Context: an optimization exercise on an open-source flow, tuned for a short achievable clock period and few clock cycles. The choices shown serve that exercise and are no tape-out recipe.
Only simulation tests tie the RTL to the original design; equivalence was not proved.
Power is estimated from default activity; no workload was simulated.

== job 6801 ==
// rat_6_arch
module rat_6_arch(
    input [7:0]IN_PORT,
    input CLK,
    output IO_STRB,
    input RESET,
    output [7:0]PORT_ID,
    output [7:0]OUT_PORT,
    output [9:0]PROG_ADDR,
    input [17:0]PROG_IR
    );
    logic [9:0]       pc;         
    logic             dv;         
    logic [31:0][7:0] rf;         
    logic             C, Z;       
    logic       e_wr;             
    logic [4:0] e_rd;
    logic [7:0] e_an, e_bn;       
    logic [7:0] e_bsn;            
    logic       e_arith, e_sub, e_cin;    
    logic       e_and, e_or, e_xor, e_movb, e_in;
    logic       e_lsl, e_lsr, e_rol, e_ror, e_asr;
    logic       e_ldc, e_ldz, e_clc, e_sec;
    logic       w_wr;
    logic [4:0] w_rd;
    logic [7:0] w_q;
    logic       strb_q;
    logic [7:0] port_q, out_qn;
    assign PROG_ADDR = pc;
    assign IO_STRB   = strb_q;
    assign PORT_ID   = port_q;
    assign OUT_PORT  = ~out_qn;
    logic [7:0] w;                
    logic       co, x8o, zl;      
    rat_alu alu (
        .an(e_an), .bn(e_bn), .bsn(e_bsn), .C(C), .in_port(IN_PORT),
        .arith(e_arith), .sub(e_sub), .cin(e_cin),
  ...
Size: ~1,300 cells after synthesis, ~55 I/O pins, roughly 17,000 um2 of cells after synthesis.
clock: 6.0 ns
lec_check: 0
abc_clock_period_in_ps: 1500
cap_margin: 20
core_margin: 2
core_utilization: 55
setup_slack_margin: 4
slew_margin: 20
synth_hierarchical: 1
synth_minimum_keep_size: 0
run.sh (not shown) runs the stock make flow with config.mk's settings and CLKGATE_MAP_FILE= SYNTH_SCRIPT=/design/flow/synth_recipe.tcl, a recipe that flattens the netlist after the stock synthesis.
Job 6801 reached the end of the flow, and the finished layout is clean on the timing, DRC and antenna checks.
Testbench counts of job 6801, summed over its fixed seeds: cycles 11,731.
Input changes introduced in job 924 (baseline for comparison: job 6801):
Settings: CORE_UTILIZATION changed from 55 to 40.
==> comparison <==
- met1 global-route usage in job 924 is 13 points below job 6801.
- Power share of the clock group delta for job 924 relative to job 6801: 2.2 points higher
- Job 924 ends up with a clock latency reported for the late side of the worst-skew pair that is 0.03 ns higher than in job 6801.
- The average vias per placed instance in job 924 sits about 7.5% below the value recorded for job 6801.
- Re met2 usage: job 924 is 12 points down on job 6801.
- On job 924: met3 routed wirelength is 130 um higher than what job 6801 gave.
- When job 924 is set beside job 6801, its number of fillers in the final layout turns out to be about 70% larger.
- Diff job 924..job 6801 | worst hold slack | negligible
- From job 6801 to job 924 the numbers moved as follows: multi-input combinational cell count has increased, total non-filler cell area in the finished layout has increased, flip-flop and latch share of the layout cell area has decreased.


Another version of the RTL of rat_6_arch (not shown whole).
Size in the first run: about 1400 cells after synthesis, roughly 55 I/O pins, roughly 0.017 mm2 of cells after synthesis.
==> flow/design.v (excerpt) <==
module rat_6_arch(
    input [7:0]IN_PORT,
    input CLK,
    output IO_STRB,
    input RESET,
    output [7:0]PORT_ID,
    output [7:0]OUT_PORT,
    output [9:0]PROG_ADDR,
    input [17:0]PROG_IR
    );
make LEC_CHECK=0 ABC_CLOCK_PERIOD_IN_PS=1500 CAP_MARGIN=20 CORE_MARGIN=2 CORE_UTILIZATION=55 SETUP_SLACK_MARGIN=4 SLEW_MARGIN=20 SYNTH_HIERARCHICAL=1 SYNTH_MINIMUM_KEEP_SIZE=0 finish   # period 6.0 ns
Testbench counts at the start, summed over its fixed seeds: cycles 11,731.
Change:
- CORE_UTILIZATION: 55 -> 40
Outcome: Synthesized cell count is unchanged. Die area increases by 37%. Area after synthesis stays the same. Via count decreases by 6.3%. Core utilization decreases by 22 points. Routed wire length decreases by 4.8%. Power decreases by 1.6%.


Another version of the RTL of rat_6_arch (not shown whole).
Size in the first run: ~1,400 cells after synthesis, roughly 55 I/O pins, roughly 17,000 sq um of cells after synthesis.
Settings: LEC_CHECK=0, ABC_CLOCK_PERIOD_IN_PS=1500, CAP_MARGIN=20, CORE_MARGIN=2, CORE_UTILIZATION=40, GPL_ROUTABILITY_DRIVEN=0, PLACE_DENSITY=0.7, SETUP_SLACK_MARGIN=4, SLEW_MARGIN=20, SYNTH_HIERARCHICAL=1, SYNTH_MINIMUM_KEEP_SIZE=0; clock period 6.0 ns.
The starting point ran to the end with no violations.
Testbench counts at the start, summed over its fixed seeds: cycles 11,731.
==> next run, changes <==
--- a/flow/config.mk
+++ b/flow/config.mk
@@ -11,4 +11,2 @@
 export CORE_UTILIZATION = 40
-export GPL_ROUTABILITY_DRIVEN = 0
-export PLACE_DENSITY = 0.7
 export SETUP_SLACK_MARGIN = 4
Effect: The new run produced a clean layout. Setup slack improved by 43 ps. Routed wire length grows by 9.4%. Cell count climbs by 2.7%. Total power came out higher by 2.2%. Flip-flop and latch count is unchanged. Global-route usage goes up by 2.4 points. Critical path depth went down by 1. Via count went up by 1.4%. Final area went up by 5.6%.

[separate check: timing with driven ports]
No port has a modelled driver above. Below, the same layouts with a new extraction and two added sets of constraints. Step 1, drivers: a clkbuf_16 drives CLK and a buf_2 each remaining input, both assumed. Step 2 adds t to the input delays and takes it off the output delays; t is the mean of the earliest and latest rising clock arrival at the registers after step 1. Input paths then give back, and output paths get back, about the clock's delay inside the block. Three values: ideal, step 1, step 2; two values: the first two.
| run | shift t [ns] | setup WS [ns] | latest minus earliest clock arrival (ns) | worst slew at a driven data input, ns |
|---|---|---|---|---|
| job 6801 | 0.583 | 3.472 / 3.452 / 2.869 | 0.031 / 0.031 | 0.07 |
| job 924 | 0.614 | 3.549 / 3.534 / 2.920 | 0.018 / 0.018 | 0.18 |
| the first run of note 2 | 0.596 | 3.500 / 3.444 / 2.848 | 0.038 / 0.038 | 0.19 |
| the second run of note 2 | 0.620 | 3.530 / 3.510 / 2.890 | 0.032 / 0.032 | 0.24 |
| the first run of note 3 | 0.589 | 3.465 / 3.417 / 2.827 | 0.023 / 0.023 | 0.16 |
| the second run of note 3 | 0.588 | 3.508 / 3.396 / 2.808 | 0.020 / 0.020 | 0.28 |
After both steps every run listed still meets setup and hold. For the second run of note 3, which loses most, drivers alone change the setup slack by -0.112 ns; drivers and shift together by -0.700 ns.
